What follows belongs to an exercise in optimizing a design on an open flow for small area; a production flow would make more cautious choices. The RTL was checked by simulation tests, not by an equivalence proof against the original design. Power is estimated from default activity; no workload was simulated.

## config.mk

```make
export PLATFORM = sky130hd
export DESIGN_NAME = ALU_DESIGN
export DESIGN_NICKNAME = ALU_DESIGN
export VERILOG_FILES = /design/flow/design.v
export SDC_FILE = /design/flow/constraint.sdc
export NUM_CORES = 4
export LEC_CHECK = 0
export CAP_MARGIN = 20
export CORE_MARGIN = 2
export CORE_UTILIZATION = 40
export SLEW_MARGIN = 20
```

## constraint.sdc

```tcl
create_clock -name core_clock -period 6.0 [get_ports {CLK}]
set_input_delay 1.2000 -clock core_clock [delete_from_list [all_inputs] [get_ports {CLK}]]
set_output_delay 1.2000 -clock core_clock [all_outputs]
set_load 0.01 [all_outputs]
```

## design.v

```verilog
module ALU_DESIGN #(parameter DW = 8, CW = 4)(INP_VALID,OPA,OPB,CIN,CLK,RST,CMD,CE,MODE,COUT,OFLOW,RES,G,E,L,ERR);
  input [DW-1:0] OPA,OPB;
  input CLK,RST,CE,MODE,CIN;
  input [CW-1:0] CMD;
  input [1:0] INP_VALID;
  output reg [DW:0] RES;
  output reg COUT;
  output reg OFLOW;
  output reg G;
  output reg E;
  output reg L;
  output reg ERR;
  reg [DW-1:0] OPA_1, OPB_1;
  reg [DW-1:0] oprd1, oprd2;
  reg [3:0] CMD_tmp;
  reg [DW-1:0] AU_out_tmp1,AU_out_tmp2 ;
  reg [4:0] wait_counter;
  reg oprd1_valid, oprd2_valid;
  always @ (posedge CLK) begin
      if(RST) begin
        oprd1<=0;
        oprd2<=0;
        CMD_tmp<=0;
        wait_counter<=0;
        oprd1_valid<=0;
        oprd2_valid<=0;
      end
      else if (INP_VALID==2'b01)  begin    
        oprd1<=OPA;
        CMD_tmp<=CMD;
        oprd1_valid<=1;
        wait_counter<=0;
      end
      else if (INP_VALID==2'b10)  begin    
        oprd2<=OPB;
        CMD_tmp<=CMD;
        oprd2_valid<=1;
        wait_counter<=0;
      end
      else if (INP_VALID==2'b11)  begin    
        oprd1<=OPA;
        oprd2<=OPB;
        CMD_tmp<=CMD;
        oprd1_valid<=1;
        oprd2_valid<=1;
        wait_counter<=0;
      end
      else begin    
        if((oprd1_valid && !oprd2_valid) || (!oprd1_valid && oprd2_valid)) begin
          if(wait_counter < 16) begin
            wait_counter <= wait_counter + 1;
          end else begin
            wait_counter <= 16;
          end
        end
      end
    end
    always@(posedge CLK)
      begin
       if(CE)                   
        begin
         if(RST)                
          begin
            RES=9'b0;
            COUT=1'b0;
            OFLOW=1'b0;
            G=1'b0;
            E=1'b0;
            L=1'b0;
            ERR=1'b0;
            AU_out_tmp1=0;
            AU_out_tmp2=0;
          end
         else if(MODE && oprd1_valid && oprd2_valid)          
         begin
           RES=9'b0;
           COUT=1'b0;
           OFLOW=1'b0;
           G=1'b0;
           E=1'b0;
           L=1'b0;
           ERR=1'b0;
          case(CMD_tmp)             
    4'b0000:                   begin             
              RES=oprd1+oprd2;
              COUT=RES[8]?1:0;
            end
      4'b0001 :                begin
             OFLOW=(oprd1<oprd2)?1:0;
             RES=oprd1-oprd2;
            end
           4'h2:            
            begin
             RES=oprd1+oprd2+CIN;
             COUT=RES[8]?1:0;
            end
           4'b0011:             
           begin
            OFLOW=(oprd1<oprd2)?1:0;
            RES=oprd1-oprd2-CIN;
           end
           4'b0100:RES=oprd1+1;    
           4'b0101:RES=oprd1-1;    
           4'b0110:RES=oprd2+1;    
           4'b0111:RES=oprd2-1;    
           4'b1000:              
           begin
            RES=9'b0;
            if(oprd1==oprd2)
             begin
               E=1'b1;
               G=1'b0;
               L=1'b0;
             end
            else if(oprd1>oprd2)
             begin
               E=1'b0;
               G=1'b1;
               L=1'b0;
             end
            else 
             begin
               E=1'b0;
               G=1'b0;
               L=1'b1;
             end
           end
	   4'b1001: begin   
                    RES =AU_out_tmp1 * AU_out_tmp2;
                    AU_out_tmp1 = oprd1 + 1;
                    AU_out_tmp2 = oprd2 + 1;
                  end
           4'b1010: begin   
                    RES =AU_out_tmp1 * AU_out_tmp2;
                    AU_out_tmp1 = oprd1 << 1;
                    AU_out_tmp2 = oprd2;
                  end
           default:   
            begin
            RES=9'b0;
            COUT=1'b0;
            OFLOW=1'b0;
            G=1'b0;
            E=1'b0;
            L=1'b0;
            ERR=1'b0;
           end
          endcase
         end
        else if(!MODE && oprd1_valid && oprd2_valid)          
        begin 
           RES=9'b0;
           COUT=1'b0;
           OFLOW=1'b0;
           G=1'b0;
           E=1'b0;
           L=1'b0;
           ERR=1'b0;
           case(CMD_tmp)    
             4'b0000:RES={1'b0,oprd1&oprd2};     
             4'b0001:RES={1'b0,~(oprd1&oprd2)};  
             4'b0010:RES={1'b0,oprd1|oprd2};     
             4'b0011:RES={1'b0,~(oprd1|oprd2)};  
             4'b0100:RES={1'b0,oprd1^oprd2};     
             4'b0101:RES={1'b0,~(oprd1^oprd2)};  
             4'b0110:RES={1'b0,~oprd1};        
             4'b0111:RES={1'b0,~oprd2};        
             4'b1000:RES={1'b0,oprd1>>1};      
             4'b1001:RES={1'b0,oprd1<<1};      
             4'b1010:RES={1'b0,oprd2>>1};      
             4'b1011:RES={1'b0,oprd2<<1};     
             4'b1100:                        
             begin
               if(oprd2[0])
                 OPA_1 = {oprd1[6:0], oprd1[7]};
               else
                 OPA_1 = oprd1;
               if(oprd2[1])
                 OPB_1 =  {OPA_1[5:0], OPA_1[7:6]}; 
               else
                 OPB_1= OPA_1;
               if(oprd2[2])
                 RES =  {OPB_1[3:0], OPB_1[7:4]} ;
               else
                 RES = OPB_1;
               if(oprd2[4] | oprd2[5] | oprd2[6] | oprd2[7])
                 ERR=1'b1;
             end
             4'b1101:                        
             begin
               if(oprd2[0])
                 OPA_1 = {oprd1[0], oprd1[7:1]};
               else
                 OPA_1 = oprd1;
               if(oprd2[1])
                 OPB_1 =  {OPA_1[1:0], OPA_1[7:2]}; 
               else
                 OPB_1= OPA_1;
               if(oprd2[2])
                 RES =  {OPB_1[3:0], OPB_1[7:4]} ;
               else
                 RES = OPB_1;
               if(oprd2[4] | oprd2[5] | oprd2[6] | oprd2[7])
                 ERR=1'b0;
             end
             default:   
               begin
               RES=9'b0;
               COUT=1'b0;
               OFLOW=1'b0;
               G=1'b0;
               E=1'b0;
               L=1'b0;
               ERR=1'b0;
               end
          endcase
     end
    end
      if(!RST && wait_counter >= 16 &&
         ((INP_VALID==2'b01 && oprd2_valid) || (INP_VALID==2'b10 && oprd1_valid)))
        ERR = 1'b1;
   end
endmodule
```

## run.sh

```bash
#!/bin/bash
# synth_recipe.tcl (not shown) runs the flow's synth.tcl, then flattens the netlist and writes it again
# the make line also repeats each setting of config.mk as NAME=value (left out here)
make -C /OpenROAD-flow-scripts/flow DESIGN_CONFIG=/design/flow/config.mk WORK_HOME=/design/flow/orfs CLKGATE_MAP_FILE= SYNTH_SCRIPT=/design/flow/synth_recipe.tcl finish
```

==> impl_metrics.json, run 1 <==
{
  "outcome": "no timing/DRC/antenna violations",
  "power_switching_mw": 0.576,
  "cts_tree": "built",
  "final_hold_viol_count": 0,
  "fin_crit_sh": 0.749,
  "yosysMostFrequentCell": "nand2_1",
  "tightest_slew_ns": 1.02,
  "fin_skew_ns": 0.00748,
  "overflow": 0,
  "total_leakage_power_nw": 3.05,
  "antenna_found_initial": 0,
  "cts-root-buf": "clkbuf_16",
  "synth_fp_nets": 996,
  "p_comb_frac": 0.391,
  "max_freq_ghz": 0.223,
  "rsz0062_at_grt": "false",
  "hold_buffers": 0,
  "cts_setup_buffers": 0,
  "synthTopCellsByArea": "edfxtp_1, ha_1, dfxtp_1",
  "hold_class": "reg -> reg",
  "drt-initial-drc-count": 659,
  "internal-power_mw": 1.05,
  "crit_type": "reg -> reg",
  "area_delta_synth_final_pct": 12.3,
  "finish.utilization": 0.456,
  "finalSetupViolations": 0,
  "viasPerCell": 5.90,
  "ys_ff_latch": 58,
  "async_flop_share": 0,
  "core_area_um2": 17800,
  "ys_seq_area_frac": 0.202,
  "switching_share": 0.355,
  "cpLargestDelayFamily": "adder cells",
  "io_pins": 42,
  "yosys-top-cells-count": "nand2_1, nor2_1, inv_1",
  "synth_top_area_frac": 0.124,
  "clk_latency_ns": 0.34,
  "htreeDepth": 3,
  "path_cells": "nand2_1, fa_1, inv_1, fa_1, fa_1, inv_1, fa_1, inv_1, ha_1, or3_1, a32oi_1, o221ai_1, a211oi_2, o211ai_1",
  "gp_congestion": 0.960,
  "yosys_most_used_dff": "edfxtp_1",
  "syn-mean-instance-area_um2": 8.08,
  "max_slew_margin": 0.314,
  "drc_errors": 0,
  "max-vdd-ir-drop_uv": 129,
  "wl_um": 22500,
  "drive_gt1_frac": 0.0705,
  "die-area_um2": 19200,
  "vias": 6705,
  "drtPass1Iterations": 5,
  "worst_setup_path_end_kind": "flop",
  "synth_cell_types": 76,
  "fin_cells": 1137,
  "synth-edff-count": 30,
  "wire_per_inst_um": 19.8,
  "setup_tns_ns": 0,
  "dp_hpwl_um": 16700,
  "postRouteAntennaNets": 0,
  "grt_pass1_vias": 6363,
  "numCtsBuffers": 9,
  "post-route-min-period_ns": 4.49,
  "start_kind": "flop",
  "portBuffers": 41,
  "synthCells": 896,
  "cap_violations": 0,
  "yosys_warnings": 1,
  "maxSlewViolCount": 0,
  "cp_slowest_cell": "fa_1",
  "clockBufferDepth": 2,
  "grt_pass1_wl_um": 35900,
  "rows": 49,
  "grt_use_total": 0.236,
  "die-height_um": 139,
  "cp.required_ns": 6.06,
  "cts.clk_slew.worst_paths_ns": 0.05,
  "crit_top_cell": "fa_1",
  "nets": 1003,
  "start_util": 0.406,
  "cts_sinks": 58,
  "powerDensity_nw_per_um2": 200,
  "power_frac_seq": 0.281,
  "total_power_mw": 1.62,
  "cts.repair.resized": 0,
  "grt_max_degree": 54,
  "die_w_um": 139,
  "synth_largest_area_cell": "edfxtp_1",
  "pwr-share-clk": 0.328,
  "worst-path-buf-inv": 3,
  "max_stage_delay_ns": 0.55,
  "critPathMaxFanout": 8,
  "diodes": 0,
  "cp.arrival_ns": 4.56,
  "whs_ns": 0.506,
  "syn-cell-area_um2": 7240,
  "dp.cells": 1121
}
[cell type report]
| type | instances | area (µm²) |
|---|---|---|
| fill | 1783 | 9710 |
| clock inverter | 2 | 13.8 |
| tap | 229 | 287 |
| multi-input combinational | 715 | 5300 |
| timing repair buffer | 58 | 538 |
| clock buffer | 14 | 307 |
| sequential | 58 | 1460 |
| inverter | 61 | 229 |
[power groups by stage]
stage	logic, mW	registers (mW)	clock network, mW
2_1_floorplan	0.451	0.463	0
3_3_place_gp	0.620	0.464	0
3_5_place_dp	0.624	0.464	0
4_1_cts	0.628	0.456	0.544
5_1_grt	0.696	0.459	0.560
6_report	0.635	0.457	0.532
[cells by family (layout without fill, tap and decap cells)]
kind of cell	count (synthesis)	after routing	synth area share
and+or+nand+nor	324	324	0.219
AOI/OAI and AO/OA	202	202	0.184
buffers and inverters	123	135	0.0672
adders and majority gates	73	73	0.147
xor gates and xnor gates	64	64	0.0803
DFF	58	58	0.202
muxes	52	52	0.100
[metrics by stage]
stage	setup WS (ns)	area, µm²
2_1_floorplan	1.79	7240
3_3_place_gp	1.61	7810
3_5_place_dp	1.50	7810
4_1_cts	1.48	8130
5_1_grt	1.22	8130
6_report	1.51	8130
[path summary, 6_finish.rpt]
kind	start	to	slack, ns	depth (start not counted)
max	AU_out_tmp1[0]	RES[7]	1.51	14
min	ERR	ERR	0.51	1
max reg2reg	AU_out_tmp1[0]	RES[7]	1.51	14
min reg2reg	ERR	ERR	0.51	1
[registers in the layout, summed over array words and instances (netlist names), 4 cells and up]
name and count:
RES 9, AU_out_tmp1 8, AU_out_tmp2 8, oprd1 8
oprd2 8, wait_counter 5, CMD_tmp 4
[cells in the final DEF, fill, tap and decap left out, types with 20 or more instances in the layout]
cell / synthesis / routed
nand2_1: 96 / 96
nor2_1: 65 / 65
inv_1: 60 / 60
a21oi_1: 53 / 53
ha_1: 53 / 53
xnor2_1: 44 / 44
clkdlybuf4s50_1: 0 / 41
o21ai_0: 33 / 33
nand3_1: 33 / 33
mux2i_1: 32 / 32
edfxtp_1: 30 / 30
dfxtp_1: 28 / 27
and2_1: 26 / 26
nor3_1: 26 / 26
o22ai_1: 22 / 22
fa_1: 20 / 20
[metal layers]
layer,vias to the layer above,share of wire,track usage
met2,258,0.45,0.367
li1,3230,-,-
met3,39,0.078,0.0439
met5,-,0,0
met1,3178,0.44,0.331
met4,0,0.028,0.0811
==> inputs of run 2 (changes only) <==
==> design.v (replaced) <==
module ALU_DESIGN #(parameter DW = 8, CW = 4)(INP_VALID,OPA,OPB,CIN,CLK,RST,CMD,CE,MODE,COUT,OFLOW,RES,G,E,L,ERR);
  input [DW-1:0] OPA,OPB;
  input CLK,RST,CE,MODE,CIN;
  input [CW-1:0] CMD;
  input [1:0] INP_VALID;
  output reg [DW:0] RES;
  output reg COUT;
  output reg OFLOW;
  output reg G;
  output reg E;
  output reg L;
  output reg ERR;
  reg [7:0] A, B;
  reg [3:0] C;
  reg       VA, VB;
  reg [4:0] W;
  reg [8:0] P;
  always @(posedge CLK) begin
    if (INP_VALID[0]) A <= OPA;
    if (INP_VALID[1]) B <= OPB;
    if (|INP_VALID)   C <= CMD;
    if (RST) begin
      VA <= 1'b0;
      VB <= 1'b0;
      W  <= 5'd0;
    end else begin
      if (INP_VALID[0]) VA <= 1'b1;
      if (INP_VALID[1]) VB <= 1'b1;
      if (|INP_VALID) W <= 5'd0;
      else if ((VA ^ VB) && !W[4]) W <= W + 5'd1;
    end
  end
  wire both = VA & VB;
  wire tmo  = !RST && W[4] && ((INP_VALID == 2'b01 && VB) || (INP_VALID == 2'b10 && VA));
  wire [15:0] k = 16'd1 << C;
  wire am = MODE;
  wire lm = !MODE;
  wire selB = (am & (k[6] | k[7])) | (lm & (k[10] | k[11]));
  wire yB   = k[0] | k[1] | k[2] | k[3] | k[8];
  wire yI   = k[1] | k[3] | k[5] | k[7] | k[8];
  wire cin  = k[0] ? 1'b0 : k[1] ? 1'b1 : k[2] ? CIN : k[3] ? ~CIN :
              (k[4] | k[6] | k[9]);
  wire [7:0] X = selB ? B : A;
  wire [7:0] Y = ({8{yB}} & B) ^ {8{yI}};
  wire [8:0] sum = X + Y + cin;
  wire allff = &sum[7:0];
  wire cy = sum[8];
  wire lt = ~cy & ~(allff & ~cin);
  wire s9 = C[0];
  wire [7:0] U = s9 ? A + 8'd1 : {A[6:0], 1'b0};
  wire [7:0] V = B + {7'd0, s9};
  wire [8:0] prod = U * V;
  wire rot  = lm & (k[12] | k[13]);
  wire [2:0] amt = (lm & (k[8] | k[10])) ? 3'd7 :
                   (lm & (k[9] | k[11])) ? 3'd1 :
                   k[13] ? (3'd0 - B[2:0]) : B[2:0];
  wire [7:0] r1 = amt[0] ? {X[6:0], X[7]} : X;
  wire [7:0] r2 = amt[1] ? {r1[5:0], r1[7:6]} : r1;
  wire [7:0] r3 = amt[2] ? {r2[3:0], r2[7:4]} : r2;
  wire shr = lm & (k[8] | k[10]);
  wire shl = lm & (k[9] | k[11]);
  wire [7:0] rmask = {~shr, 6'b111111, ~shl};
  wire useR = lm & (C[3] & ~(C[2] & C[1]));
  wire [7:0] rv = r3 & rmask & {8{useR}};
  wire [3:0] lut = {4{lm}} & {k[0] | k[2] | k[5],
                               k[1] | k[2] | k[4] | k[7],
                               k[1] | k[2] | k[4] | k[6],
                               k[1] | k[3] | k[5] | k[6] | k[7]};
  wire [7:0] lv;
  genvar i;
  generate for (i = 0; i < 8; i = i + 1) begin : g
    assign lv[i] = lut[{A[i], B[i]}];
  end endgenerate
  wire useS = am & (k[0] | k[1] | k[2] | k[3] | k[4] | k[5] | k[6] | k[7]);
  wire useP = am & (k[9] | k[10]);
  wire [8:0] res_n = ({9{useS}} & {cy ^ yI, sum[7:0]}) | ({9{useP}} & P) | {1'b0, lv | rv};
  wire step = CE & (RST | both);
  wire mul  = am & (k[9] | k[10]);
  always @(posedge CLK) begin
    if (step) begin
      RES   <= RST ? 9'd0 : res_n;
      COUT  <= !RST & am & (k[0] | k[2]) & cy;
      OFLOW <= !RST & am & (k[1] | k[3]) & lt;
      G     <= !RST & am & k[8] & cy;
      E     <= !RST & am & k[8] & allff;
      L     <= !RST & am & k[8] & lt;
      ERR   <= !RST & lm & k[12] & (|B[7:4]);
      if (RST) P <= 9'd0;
      else if (mul) P <= prod;
    end
    if (tmo) ERR <= 1'b1;
  end
endmodule
--- a/config.mk
+++ b/config.mk
@@ -5,6 +5,7 @@
 export SDC_FILE = /design/flow/constraint.sdc
 export NUM_CORES = 4
 export LEC_CHECK = 0
+export ABC_AREA = 1
 export CAP_MARGIN = 20
 export CORE_MARGIN = 2
 export CORE_UTILIZATION = 40
==> run 2 against run 1 <==
  * Clock power down 42%
  * Maximum frequency down 15%
  * Final area down 31%
  * Register-to-register slack worse by 0.81 ns
  * Synthesized area down 33%
==> impl_metrics.json, run 2 <==
{
  "outcome": "no timing/DRC/antenna violations",
  "most-common-layout-cells": "nand2_1, inv_1, nor2_1",
  "start_kind": "flop",
  "internal-power_mw": 0.915,
  "rows": 40,
  "layout_commonest_cell": "nand2_1",
  "drtPass1Iterations": 5,
  "crit_type": "reg -> reg",
  "tightest_slew_ns": 0.970,
  "io_pins": 42,
  "dp_hpwl_um": 10900,
  "cts.repair.resized": 0,
  "async_flop_share": 0,
  "fin_skew_ns": 0.0110,
  "max_slew_margin": 0.353,
  "hold_buffers": 0,
  "core_area_um2": 12000,
  "cts.clk_slew.worst_paths_ns": 0.07,
  "cp.arrival_ns": 5.35,
  "grt_max_degree": 24,
  "ys_seq_area_frac": 0.297,
  "cts-root-buf": "clkbuf_16",
  "rsz0062_at_grt": "false",
  "powerDensity_nw_per_um2": 283,
  "pwr-share-clk": 0.196,
  "synth_largest_area_cell": "edfxtp_1",
  "total_power_mw": 1.58,
  "power_frac_seq": 0.290,
  "gp_congestion": 0.937,
  "start_util": 0.408,
  "die-height_um": 115,
  "setup_tns_ns": 0,
  "yosys_warnings": 1,
  "synth-edff-count": 43,
  "power_switching_mw": 0.668,
  "synth_cell_types": 40,
  "final_hold_viol_count": 0,
  "cts_sinks": 51,
  "cts_tree": "built",
  "fin_cells": 859,
  "post-route-min-period_ns": 5.30,
  "syn-cell-area_um2": 4890,
  "wl_um": 13300,
  "drt-initial-drc-count": 384,
  "fin_crit_sh": 0.884,
  "viasPerCell": 5.33,
  "hold_class": "reg -> reg",
  "max-vdd-ir-drop_uv": 121,
  "grt_pass1_wl_um": 21700,
  "vias": 4576,
  "synth_top_area_frac": 0.264,
  "finalSetupViolations": 0,
  "antenna_found_initial": 0,
  "area_delta_synth_final_pct": 14.5,
  "p_comb_frac": 0.514,
  "overflow": 0,
  "synthTopCellsByArea": "edfxtp_1, nand2_1, inv_1",
  "yosysMostFrequentCell": "nand2_1",
  "grt_use_total": 0.211,
  "drc_errors": 0,
  "synthCells": 673,
  "yosys_most_used_dff": "edfxtp_1",
  "cts_setup_buffers": 0,
  "die_w_um": 115,
  "clk_latency_ns": 0.29,
  "place_ws_ns": 0.763,
  "total_leakage_power_nw": 2.59,
  "setup_ws_ns": 0.699,
  "ys_ff_latch": 51,
  "clockBufferDepth": 2,
  "finish.utilization": 0.468,
  "wire_per_inst_um": 15.5,
  "yosys-top-cells-count": "nand2_1, inv_1, nor2_1",
  "grt_pass1_vias": 4368,
  "dp.cells": 851,
  "max_freq_ghz": 0.189,
  "diodes": 0,
  "postRouteAntennaNets": 0,
  "maxSlewViolCount": 0,
  "drive_gt1_frac": 0.0463,
  "htreeDepth": 2,
  "nets": 788,
  "worst_setup_path_end_kind": "flop",
  "numCtsBuffers": 5,
  "cp.required_ns": 6.05,
  "syn-mean-instance-area_um2": 7.26,
  "die-area_um2": 13100,
  "portBuffers": 41,
  "top_regs": "P x9, RES x9",
  "switching_share": 0.422,
  "critPathMaxFanout": 6,
  "cap_violations": 0,
  "synth_fp_nets": 750
}
run 2: cell count changes after synthesis, moves of 16 or more:
cell	previous run	this run
and2_1	26	0
o22ai_1	22	1
nor3_1	26	5
mux4_2	16	0
mux2i_1	32	0
nand3_1	33	64
inv_1	60	109
nand2_1	96	163
xnor2_1	44	9
clkbuf_1	45	3
ha_1	53	30
dfxtp_1	28	8
run 2: final cells by class:
type / count / area (µm²)
timing repair buffer: 43 / 425
tap: 147 / 184
inverter: 112 / 420
fill: 1205 / 6370
sequential: 51 / 1450
multi-input combinational: 498 / 2950
clock inverter: 2 / 13.8
clock buffer: 6 / 150
run 2: per-layer routing:
layer | vias to the layer above | global-route usage | wire length, µm
met3 | 17 | 0.0270 | 687
met2 | 148 | 0.351 | 6170
met1 | 2136 | 0.293 | 6270
met4 | 0 | 0.0488 | 212
met5 | - | 0 | 0
li1 | 2275 | - | -
run 2: kinds of logic (layout without fill, tap and decap cells):
kind of cell | after synthesis | in the layout | share of synthesized area
AND/OR/NAND/NOR | 327 | 327 | 0.288
buffers and inverters | 124 | 163 | 0.0991
AO/OA/AOI/OAI | 100 | 100 | 0.120
flip-flops | 51 | 51 | 0.297
adder cells (fa/ha/maj) | 50 | 50 | 0.159
XOR/XNOR | 21 | 21 | 0.0376
run 2: path summary, 6_finish.rpt:
kind              slack [ns]  depth (start not counted)  endpoint  startpoint
setup reg to reg        0.70                         21      P[8]        B[0]
setup / recovery        0.70                         21      P[8]        B[0]
hold / removal          0.48                          2        VB          VB
hold reg to reg         0.48                          2        VB          VB
run 2: through the flow:
stage | cell area (µm²) | hold slack [ns]
2_1_floorplan | 4890 | 0.450
3_3_place_gp | 5430 | 0.464
3_5_place_dp | 5430 | 0.477
4_1_cts | 5600 | 0.490
5_1_grt | 5600 | 0.513
6_report | 5600 | 0.485
run 2: critical path: stages (launching register included):
cell,delay [ns]
edfxtp_1,0.47
ha_1,0.26
ha_1,0.19
nand2_1,0.13
nor2_1,0.07
xor2_1,0.44
nand2_1,0.16
fa_1,0.49
fa_1,0.54
inv_1,0.05
fa_1,0.47
inv_1,0.06
fa_1,0.54
inv_1,0.04
ha_1,0.35
nand2_1,0.09
nand2_1,0.04
a21oi_1,0.15
xnor2_1,0.16
nand3_1,0.13
a21oi_1,0.16
nor2_1,0.06
run 2: power groups by stage:
stage	Sequential [mW]	Clock (mW)	Combinational, mW
floorplan	0.452	0	0.609
global placement	0.466	0	0.793
detailed placement	0.467	0	0.804
CTS	0.459	0.315	0.812
global route	0.462	0.327	0.933
finish	0.459	0.311	0.814
==> inputs of run 3 (changes only) <==
==> flow/run.sh (new file) <==
#!/bin/bash
# Own layout flow: the standard ORFS flow (standard.sh), with two changes:
#  - synthesis maps logic with an area-only ABC script (flow/abc_area.script);
#    everything else in synthesis, including flip-flop mapping, is the standard one;
#  - every input and output port still gets a buffer, but a buf_1 one.
# Each step's full output goes to a log file in the work folder.
set -euo pipefail
W="$(pwd)"
S="SYNTH_SCRIPT=$W/flow/synth_area.tcl"
bash standard.sh "$S" synth > "$W/log_synth.txt" 2>&1
bash standard.sh "$S" "BUFFER_PORTS_ARGS=-buffer_cell sky130_fd_sc_hd__buf_1" finish > "$W/log_layout.txt" 2>&1
==> flow/abc_area.script (new file) <==
strash
dch -f
amap
strash
dc2
dch -f
amap
topo
==> flow/synth_area.tcl (new file) <==
# Standard synthesis (synth_recipe.tcl), except that the final ABC mapping uses
# an area-only script without a delay target.
set ::own_flow_dir [file dirname [file normalize [info script]]]
proc abc {args} {
  set i [lsearch -exact $args -script]
  if {$i >= 0} {
    set args [lreplace $args [expr {$i + 1}] [expr {$i + 1}] [file join $::own_flow_dir abc_area.script]]
  }
  set j [lsearch -exact $args -D]
  if {$j >= 0} { set args [lreplace $args $j [expr {$j + 1}]] }
  yosys abc {*}$args
}
source [file join [file dirname $::own_flow_dir] synth_recipe.tcl]
==> standard.sh (new file) <==
#!/bin/bash
# synth_recipe.tcl (not shown) runs the flow's synth.tcl, then flattens the netlist and writes it again
# the make line also repeats each setting of config.mk as NAME=value (left out here)
make -C /OpenROAD-flow-scripts/flow DESIGN_CONFIG=/design/flow/config.mk WORK_HOME=/design/flow/orfs CLKGATE_MAP_FILE= SYNTH_SCRIPT=/design/flow/synth_recipe.tcl "${@:-finish}"
removed: run.sh
==> run 3 against run 2 <==
  * Sequential share of layout area rose by 4.3 points
  * First-iteration DRC count up 12%
  * Combinational power down 11%
  * Utilization down 0.68 points
  * Largest cell class unchanged
==> impl_metrics.json, run 3 <==
{
  "synth-edff-count": 43,
  "viasPerCell": 5.70,
  "cp_slowest_cell": "edfxtp_1",
  "max_stage_delay_ns": 0.60,
  "syn-mean-instance-area_um2": 8.31,
  "post-route-min-period_ns": 5.65,
  "fillers": 1052,
  "yosysMostFrequentCell": "nor2_1",
  "crit_type": "reg -> reg",
  "max-vdd-ir-drop_uv": 189,
  "r2r.worst_path.cells": 22,
  "ys_seq_area_frac": 0.336,
  "clk_latency_ns": 0.32,
  "die-height_um": 108,
  "synth_top_area_frac": 0.299,
  "cpLargestDelayFamily": "adder cells",
  "setup_ws_ns": 0.354,
  "outcome": "no timing/DRC/antenna violations",
  "grt_pass1_wl_um": 20200,
  "nets": 653,
  "cap_violations": 0,
  "dp_hpwl_um": 9950,
  "max_freq_ghz": 0.177,
  "finalSetupViolations": 0,
  "fin_crit_sh": 0.941,
  "synth_largest_area_cell": "edfxtp_1",
  "grt_use_total": 0.227,
  "top_regs": "P x9, RES x9",
  "numCtsBuffers": 5,
  "htreeDepth": 2,
  "setup_tns_ns": 0,
  "cts_sinks": 51,
  "core_area_um2": 10400,
  "layout_commonest_cell": "nor2_1",
  "cts_setup_buffers": 0,
  "final_hold_viol_count": 0,
  "finish.utilization": 0.461,
  "worst_setup_path_end_kind": "flop",
  "maxSlewViolCount": 0,
  "async_flop_share": 0,
  "synthCells": 519,
  "drc_errors": 0,
  "place_ws_ns": 0.424,
  "antenna_found_initial": 0,
  "start_util": 0.414,
  "drive_gt1_frac": 0.0295,
  "path_cells": "ha_1, ha_1, clkinv_1, nor3_1, clkinv_1, nor3_1, o21ai_0, or2_0, fa_1, fa_1, fa_1, fa_1, clkinv_1, ha_1, clkinv_1, nor2_1, nor2_1, nor2_1, a21oi_1, o21ai_0, o21ai_0, a21oi_1",
  "hold_depth": 2,
  "yosys-top-cells-count": "nor2_1, clkinv_1, edfxtp_1",
  "ys_ff_latch": 51,
  "die-area_um2": 11600,
  "yosys_most_used_dff": "edfxtp_1",
  "most-common-layout-cells": "nor2_1, clkinv_1, edfxtp_1",
  "portBuffers": 41,
  "overflow": 0,
  "synth_cell_types": 35,
  "synthTopCellsByArea": "edfxtp_1, nor2_1, fa_1",
  "hold_class": "reg -> reg",
  "clockBufferDepth": 2,
  "cts_tree": "built",
  "fin_skew_ns": 0.0172,
  "synth_fp_nets": 596,
  "wire_per_inst_um": 17.5,
  "worst-path-buf-inv": 4,
  "postRouteAntennaNets": 0,
  "cts.clk_slew.worst_paths_ns": 0.11,
  "diodes": 0,
  "die_w_um": 108,
  "io_pins": 42,
  "start_kind": "flop",
  "tightest_slew_ns": 0.945,
  "gp_congestion": 0.995,
  "drt-initial-drc-count": 430,
  "total_leakage_power_nw": 1.67,
  "grt_pass1_vias": 3798,
  "vias": 4061,
  "cp.required_ns": 6.08,
  "powerDensity_nw_per_um2": 290,
  "cts-root-buf": "clkbuf_8",
  "rsz0062_at_grt": "false",
  "grt_max_degree": 25,
  "cp.arrival_ns": 5.73,
  "yosys_warnings": 1,
  "cts.repair.resized": 0,
  "syn-cell-area_um2": 4320,
  "rows": 37,
  "drtPass1Iterations": 8,
  "hold_buffers": 0,
  "max_slew_margin": 0.353,
  "wl_um": 12500,
  "critPathMaxFanout": 11,
  "area_delta_synth_final_pct": 11.3,
  "crit_cells": 22
}
==> run 3: cell types whose count changed after synthesis, moves of 20 or more <==
cell      previous run  this run
nand2_1            163        19
inv_1              109         0
clkinv_1             1        80
nand3_1             64         3
nor2_1              68       109
o22ai_1              1        38
or2_0                0        20
==> run 3: area by class of cell <==
type / count / area [µm²] / share of cell area
clock inverters: 3 / 26.3 / 0.00547
repair buffers: 50 / 221 / 0.0461
well taps: 136 / 170 / 0.0354
multi-input cells: 388 / 2560 / 0.534
inverters: 80 / 300 / 0.0625
clock buffers: 5 / 68.8 / 0.0143
flip-flops and latches: 51 / 1450 / 0.302
==> run 3: worst paths after layout <==
kind | end | start | slack (ns)
setup / recovery | P[8] | C[0] | 0.35
hold / removal | ERR | ERR | 0.49
setup reg to reg | P[8] | C[0] | 0.35
hold reg to reg | ERR | ERR | 0.49
==> run 3: worst reg2reg max path, cell delays in order, from the launching register on <==
cell	delay (ns)
edfxtp_1	0.60
ha_1	0.25
ha_1	0.17
clkinv_1	0.08
nor3_1	0.27
clkinv_1	0.13
nor3_1	0.19
o21ai_0	0.19
or2_0	0.27
fa_1	0.49
fa_1	0.52
fa_1	0.55
fa_1	0.56
clkinv_1	0.07
ha_1	0.29
clkinv_1	0.07
nor2_1	0.04
nor2_1	0.11
nor2_1	0.06
a21oi_1	0.13
o21ai_0	0.12
o21ai_0	0.18
a21oi_1	0.06
==> run 3: report_power, final <==
| group | leakage [nW] | switching [mW] | internal, mW |
|---|---|---|---|
| combinational | 1.14 | 0.450 | 0.274 |
| sequential | 0.487 | 0.0239 | 0.426 |
| clock | 0.0491 | 0.132 | 0.0862 |
| total | 1.67 | 0.606 | 0.786 |
==> run 3: layer usage <==
layer,share of wire,up-vias,global-route usage
met5,0,-,0
met1,0.46,1880,0.320
met3,0.071,18,0.0345
li1,-,1977,-
met4,0.014,0,0.0604
met2,0.45,186,0.363
==> run 3: metrics by stage <==
step	area, µm²	cells	power (mW)	hold slack, ns
after floorplan	4320	519	0.971	0.447
after global placement	4710	705	1.16	0.463
after detailed placement	4710	705	1.17	0.473
after CTS	4800	713	1.40	0.489
after global routing	4800	713	1.52	0.502
final	4800	713	1.39	0.488
==> run 3: kinds of logic after synthesis <==
logic type | share of synthesized area
AO/OA/AOI/OAI | 0.221
adder cells (fa/ha/maj) | 0.180
buffers and inverters | 0.0696
flip-flops | 0.336
AND/OR/NAND/NOR | 0.194

[what the ideal ports hide]
No port has a modelled driver above. Below, the same layouts with a new extraction and two added sets of constraints. Step 1 sets driving cells, clkbuf_16 on the clock port and buf_2 on the other inputs (assumed; they add their load-dependent delay and slew). Step 2 times the ports against the registers' clock, not the clock port: input delays grow and output delays shrink by t, the midpoint of the rising clock arrivals with the driver on. Slacks: no drivers / after step 1 / after step 2; pairs: no drivers / after step 1.
run | t, ns | setup slack, ns | worst register clock-pin slew, ns
run 1 | 0.381 | 1.506 / 1.506 / 1.506 | 0.05 / 0.05
run 2 | 0.326 | 0.699 / 0.699 / 0.699 | 0.07 / 0.07
run 3 | 0.349 | 0.354 / 0.354 / 0.310 | 0.11 / 0.11
After both steps setup and hold are still met in every run listed. The setup slack of run 3, which loses most, moves by 0.000 ns with the drivers and by -0.044 ns with both steps.
